What follows belongs to an exercise in optimizing a design on an open flow for small area, a short achievable clock period and few clock cycles per item; a production flow would make more cautious choices. The RTL was checked by simulation tests, not by an equivalence proof against the original design.

==> flow/design.v (excerpt) <==
module sha128_simple (
    input  wire         CLK,
    input  wire [15:0]  DATA_IN,
    input  wire         RESET,
    input  wire         START,
    output wire         READY,
    output wire [127:0] DATA_OUT
);
Size: about 3700 cells after synthesis, about 870 flip-flops, about 150 I/O pins.
Settings: LEC_CHECK=0, CAP_MARGIN=20, CORE_MARGIN=2, CORE_UTILIZATION=40, PLACE_DENSITY=0.6, SLEW_MARGIN=20; clock period 13.0 ns.
standard.sh (not shown) runs the stock make flow with config.mk's settings and CLKGATE_MAP_FILE= SYNTH_SCRIPT=/design/flow/synth_recipe.tcl, a recipe that flattens the netlist after the stock synthesis.
==> flow/flow/run.sh <==
#!/bin/bash
set -euo pipefail
export SYNTH_ARGS=-noabc
export BUFFER_PORTS_ARGS="-buffer_cell sky130_fd_sc_hd__buf_2"
export CTS_ARGS="-sink_clustering_enable -repair_clock_nets -dont_use_dummy_load -buf_list sky130_fd_sc_hd__clkbuf_8"
export SETUP_SLACK_MARGIN=${MARGIN:-8.7}
bash standard.sh > standard_flow.log 2>&1
Testbench counts at the start, summed over its fixed seeds: cycles 16,384, hashes 256.
Edit:
==> flow/flow/run.sh (replaced) <==
#!/bin/bash
set -euo pipefail
export SYNTH_ARGS=-noabc
export BUFFER_PORTS_ARGS="-buffer_cell sky130_fd_sc_hd__buf_2"
export CTS_ARGS="-sink_clustering_enable -repair_clock_nets -dont_use_dummy_load -buf_list sky130_fd_sc_hd__clkbuf_8 -sink_clustering_size 12 -sink_clustering_max_diameter 60"
export SETUP_SLACK_MARGIN=${MARGIN:-8.8}
bash standard.sh > standard_flow.log 2>&1
After rerunning:
- final area goes down by 0.30%
- clock-buffer cell count went down by 52
- wire length barely changes
Edit:
==> flow/flow/run.sh (replaced) <==
#!/bin/bash
set -euo pipefail
export SYNTH_ARGS=-noabc
export BUFFER_PORTS_ARGS="-buffer_cell sky130_fd_sc_hd__buf_2"
export CTS_ARGS="-sink_clustering_enable -repair_clock_nets -dont_use_dummy_load -buf_list sky130_fd_sc_hd__clkbuf_8 -sink_clustering_size 16 -sink_clustering_max_diameter 80"
export SETUP_SLACK_MARGIN=${MARGIN:-8.7}
bash standard.sh > standard_flow.log 2>&1
Outcome:
- cell count goes down by about 0.9%
- global-route usage goes down by 0.37 points
- setup slack loses 0.13 ns
- hold slack gains 0.033 ns
- non-clock buffer count goes down by 27
- core utilization goes down by 0.89 points
- routed wire length goes down by 1.5%
- cell area goes down by about 2%
- critical path depth goes up by 14
- via count goes down by 1.7%

========
Another version of the RTL of sha128_simple (not shown whole).
For scale: roughly 4200 cells after synthesis, ~150 I/O pins, roughly 41000 um2 of cells after synthesis.
clock: 13.0 ns
lec_check: 0
cap_margin: 20
core_margin: 2
core_utilization: 40
place_density: 0.6
slew_margin: 20
==> flow/flow/run.sh <==
#!/bin/bash
set -euo pipefail
export SETUP_SLACK_MARGIN=${MARGIN:-8}
bash standard.sh > standard_flow.log 2>&1
Testbench counts at the start, summed over its fixed seeds: cycles 16,384, hashes 256.
Edit:
==> flow/run.sh (new file) <==
#!/bin/bash
# synth_recipe.tcl (not shown) runs the flow's synth.tcl, then flattens the netlist and writes it again
# the make line also repeats each setting of config.mk as NAME=value (left out here)
make -C /OpenROAD-flow-scripts/flow DESIGN_CONFIG=/design/flow/config.mk WORK_HOME=/design/flow/orfs CLKGATE_MAP_FILE= SYNTH_SCRIPT=/design/flow/synth_recipe.tcl finish
- CORE_UTILIZATION: 40 -> 65
- PLACE_DENSITY: 0.6 -> 0.8
removed: flow/flow/run.sh
removed: flow/standard.sh
Effect:
- clock skew decreases by 0.016 ns
- wire length decreases by 4.2%
- hold slack gains 0.0035 ns
- synthesized area stays the same
- worst setup slack loses 0.83 ns
- global-route usage increases by 15 points

========
Setup of P:
The RTL this note starts from:
==> flow/design.v <==
module sha256 (
    input  wire         clk,
    input  wire         reset,
    input  wire         start,
    input  wire [15:0]  data_in,
    output wire         ready,
    output wire [127:0] hash_out
);
    localparam [31:0] IV0 = 32'h6a09e667, IV1 = 32'hbb67ae85, IV2 = 32'h3c6ef372, IV3 = 32'ha54ff53a;
    localparam [31:0] IV4 = 32'h510e527f, IV5 = 32'h9b05688c, IV6 = 32'h1f83d9ab, IV7 = 32'h5be0cd19;
    localparam [31:0] T1C = 32'hf377ed68, CE = 32'h98c7e2a2, H1 = 32'h90bb1e3c;
    localparam [2047:0] KB = 2048'h3e003fe01f81f0e681f03e1e1871cc9531ce2199874d8a4fe9adf85456e02dbba579810305bb20dc7697341bfc6f8602e03316d5ac532960c02a8c2e940b645fafb498a0b86bf916f61246702c5a301ae945c4d6d9f90a35783d19c585f1fa7d6afa779f64cdfc604de9a48290953ced4cc16bf9b281d9a965811281d74ac3b5e8b4caa0117652aedb638daa2581cd4f3b5769cb662cd4820a06240814825d56da7d0af6cc6a8dc6984f3146071b2e416df21318af0121eee942a62f7ea7df1638cc24d28e77b6f779f2430a7feedc5a79cc56b349187a34ea4cca1f28e05ad99db30933037c128a23a6b06ad52f7a6639f885345cdb360af16c2dd4fd08a55f;
    function [31:0] knext;
        input [5:0] i;
        integer b;
        begin
            for (b = 0; b < 32; b = b + 1)
                knext[b] = KB[64 * b + i];
        end
    endfunction
    function [31:0] rotr;
        input [31:0] x;
        input integer n;
        begin
            rotr = (x >> n) | (x << (32 - n));
        end
    endfunction
    function [31:0] s0;
        input [31:0] x;
        begin
            s0 = rotr(x, 7) ^ rotr(x, 18) ^ (x >> 3);
        end
    endfunction
    function [31:0] s1;
        input [31:0] x;
        begin
            s1 = rotr(x, 17) ^ rotr(x, 19) ^ (x >> 10);
        end
    endfunction
    function [31:0] S0;
        input [31:0] x;
        begin
            S0 = rotr(x, 2) ^ rotr(x, 13) ^ rotr(x, 22);
        end
    endfunction
    function [31:0] S1;
        input [31:0] x;
        begin
            S1 = rotr(x, 6) ^ rotr(x, 11) ^ rotr(x, 25);
        end
    endfunction
    function [63:0] csa;
        input [31:0] x, y, z;
        reg   [31:0] c;
        begin
            c = (x & y) | (x & z) | (y & z);
            csa = {c[30:0], 1'b0, x ^ y ^ z};
        end
    endfunction
    function [31:0] add32;
        input [31:0] x, y;
        reg   [31:0] g, p;
        integer i, l;
        begin
            g = x & y;
            p = x ^ y;
            for (l = 0; l < 5; l = l + 1)
                for (i = 0; i < 32; i = i + 1)
                    if (i[l]) begin
                        g[i] = g[i] | (p[i] & g[((i >> l) << l) - 1]);
                        p[i] = p[i] & p[((i >> l) << l) - 1];
                    end
            add32 = x ^ y ^ {g[30:0], 1'b0};
        end
    endfunction
    reg [31:0] a, b, c, e, f, g, h;
    reg [31:0] t1s, t1c;       
    reg [31:0] ew;             
    reg [31:0] kn;             
    reg [31:0] w [0:15];       
    reg [5:0]  t;              
    reg        busy;
    reg        z0, z1, z9, last;
    wire [31:0] w0m = z0 ? 32'd0 : w[0];              
    wire [31:0] w1m = (z1 | last) ? 32'd0 : w[1];     
    wire [31:0] w9m = z9 ? 32'd0 : w[9];              
    wire [31:0] s1e = S1(ew);
    wire [31:0] che = (ew & f) | (~ew & g);
    wire [63:0] t1 = csa(s1e, che, h);
    wire [63:0] e1 = csa(che, h, c);
    wire [63:0] e2 = csa(e1[31:0], e1[63:32], s1e);
    wire [31:0] e_new = add32(e2[31:0], e2[63:32]);
    wire [31:0] s0a = S0(a);
    wire [31:0] mja = (a & b) | (a & c) | (b & c);
    wire [63:0] a1 = csa(t1s, t1c, mja);
    wire [63:0] a2 = csa(a1[31:0], a1[63:32], s0a);
    wire [31:0] a_new = add32(a2[31:0], a2[63:32]);
    wire [63:0] p1 = csa(g, kn, w1m);
    wire [31:0] h_new = p1[31:0] + p1[63:32];
    wire [63:0] m1 = csa(w9m, w0m, s1(w[14]));
    wire [63:0] m2 = csa(m1[31:0], m1[63:32], s0(w1m));
    wire [31:0] w_new = m2[31:0] + m2[63:32];
    wire [31:0] w0  = {data_in, 16'h8000};
    wire [31:0] e_0 = CE + w0;
    wire go = start & ~busy;
    assign ready    = ~busy;
    assign hash_out = {e, f, g, h};
    integer i;
    always @(posedge clk or posedge reset) begin
        if (reset) begin
            busy <= 1'b0;
            e <= IV4; f <= IV5; g <= IV6; h <= IV7;
        end else if (go) begin
            busy <= 1'b1;
            e <= e_0; f <= IV4; g <= IV5; h <= H1;
        end else if (busy) begin
            e <= e_new;
            h <= h_new;
            if (last) begin
                busy <= 1'b0;
                f <= e + IV5;
                g <= f + IV6;
            end else begin
                f <= e; g <= f;
            end
        end
    end
    always @(posedge clk) begin
        if (!busy) begin
            t <= 6'd1;
            kn <= knext(6'd1);
            z0 <= 1'b1; z1 <= 1'b1; z9 <= 1'b1; last <= 1'b0;
            a <= IV0; b <= IV1; c <= IV2;
            ew <= e_0;
            t1s <= w0; t1c <= T1C;           
            w[14] <= {16'h0000, data_in};    
            w[15] <= w0;                     
        end else begin
            t <= t + 6'd1;
            kn <= knext(t + 6'd1);
            z0 <= (t <= 6'd13); z1 <= (t <= 6'd12); z9 <= (t <= 6'd4); last <= (t == 6'd62);
            a <= a_new; b <= a; c <= b;
            ew <= e_new;
            t1s <= t1[31:0]; t1c <= t1[63:32];
            w[14] <= w[15];
            w[15] <= w_new;
        end
        for (i = 0; i < 14; i = i + 1) w[i] <= w[i + 1];
    end
endmodule
module sha128_simple (
    input  wire         CLK,
    input  wire [15:0]  DATA_IN,
    input  wire         RESET,
    input  wire         START,
    output wire         READY,
    output wire [127:0] DATA_OUT
);
    sha256 sha256_comp (
        .clk      (CLK),
        .reset    (RESET),
        .start    (START),
        .data_in  (DATA_IN),
        .ready    (READY),
        .hash_out (DATA_OUT)
    );
endmodule
Settings: LEC_CHECK=0, CAP_MARGIN=20, CORE_MARGIN=2, CORE_UTILIZATION=55, PLACE_DENSITY=0.7, SLEW_MARGIN=20; clock period 13.0 ns.
==> flow/flow/run.sh <==
#!/bin/bash
set -euo pipefail
export SYNTH_ARGS=-noabc
export BUFFER_PORTS_ARGS="-buffer_cell sky130_fd_sc_hd__buf_2"
export CTS_ARGS="-sink_clustering_enable -repair_clock_nets -dont_use_dummy_load -buf_list sky130_fd_sc_hd__clkbuf_8 -sink_clustering_size 12 -sink_clustering_max_diameter 60"
export SETUP_SLACK_MARGIN=${MARGIN:-8.7}
bash standard.sh > standard_flow.log 2>&1
P: no failed stages, no open violations at the end
Testbench counts of P, summed over its fixed seeds: cycles 16,384, hashes 256.
### P -> Q
- PLACE_DENSITY now 0.6, was 0.7
- CORE_UTILIZATION now 40, was 55
diff --git a/flow/flow/run.sh b/flow/flow/run.sh
--- a/flow/flow/run.sh
+++ b/flow/flow/run.sh
@@ -6 +6 @@
-export SETUP_SLACK_MARGIN=${MARGIN:-8.7}
+export SETUP_SLACK_MARGIN=${MARGIN:-8.9}
## What came out
Relative to P, the design area measured on Q has increased by a few percent.
Changes observed in Q relative to P: clock network area share saw little to no change, achievable frequency lower, non-clock buffer count climbed 36%, worst setup slack fell 0.028 ns.
### Q -> R
diff --git a/flow/flow/run.sh b/flow/flow/run.sh
--- a/flow/flow/run.sh
+++ b/flow/flow/run.sh
@@ -6 +6 @@
-export SETUP_SLACK_MARGIN=${MARGIN:-8.9}
+export SETUP_SLACK_MARGIN=${MARGIN:-8.6}
Notes after the runs:
Relative to Q, global-route wire length before repair has decreased by 5500 um in R.
Changes in S relative to R:
diff --git a/flow/flow/run.sh b/flow/flow/run.sh
--- a/flow/flow/run.sh
+++ b/flow/flow/run.sh
@@ -6 +6 @@
-export SETUP_SLACK_MARGIN=${MARGIN:-8.6}
+export SETUP_SLACK_MARGIN=${MARGIN:-8.7}
==> comparison <==
Cmp S vs R: headroom to the max-slew limit higher in S. Across both runs, iteration count of the initial detailed-routing pass was higher for S than for R. On routed wire length, R beats S. As far as count of unique library cells instantiated by Yosys goes, R and S are indistinguishable; the numbers are identical. Of the two values seen for cell with the largest stage delay on the worst path, sky130_fd_sc_hd__dfstp_2 was produced by S and sky130_fd_sc_hd__fa_1 by R.

## re-timing with driven ports
How much do the figures lean on ideal ports? The routed layouts below were timed once more, with nothing changed but the port constraints.
Step 1 sets driving cells, clkbuf_16 on the clock port and buf_2 on the other inputs (assumed; they add their load-dependent delay and slew).
Step 2 times the ports against the registers' clock, not the clock port: input delays grow and output delays shrink by t, the midpoint of the rising clock arrivals with the driver on.
Three values: no drivers, after step 1, after step 2; two values: the first two.
| run | shift t [ns] | setup slack, ns | clock arrival spread, ns | worst data-port slew with drivers (ns) |
|---|---|---|---|---|
| the first run of note 1 | 0.865 | 8.730 / 8.658 / 8.305 | 0.089 / 0.090 | 0.11 |
| the second run of note 1 | 0.754 | 8.836 / 8.767 / 8.341 | 0.099 / 0.099 | 0.12 |
| the third run of note 1 | 0.746 | 8.707 / 8.702 / 8.275 | 0.087 / 0.087 | 0.11 |
| the first run of note 2 | 0.720 | 8.075 / 8.075 / 7.665 | 0.050 / 0.049 | 0.03 |
| the second run of note 2 | 0.720 | 7.242 / 7.242 / 7.242 | 0.035 / 0.035 | 0.04 |
| P | 0.732 | 8.760 / 8.760 / 8.296 | 0.096 / 0.096 | 0.10 |
| Q | 0.761 | 8.732 / 8.732 / 8.445 | 0.088 / 0.088 | 0.09 |
| R | 0.792 | 8.724 / 8.661 / 8.346 | 0.092 / 0.091 | 0.10 |
| S | 0.796 | 8.750 / 8.681 / 8.343 | 0.095 / 0.096 | 0.09 |
After both steps every run listed still meets setup and hold. The setup slack of the second run of note 1, which loses most, moves by -0.069 ns with the drivers and by -0.495 ns with both steps.
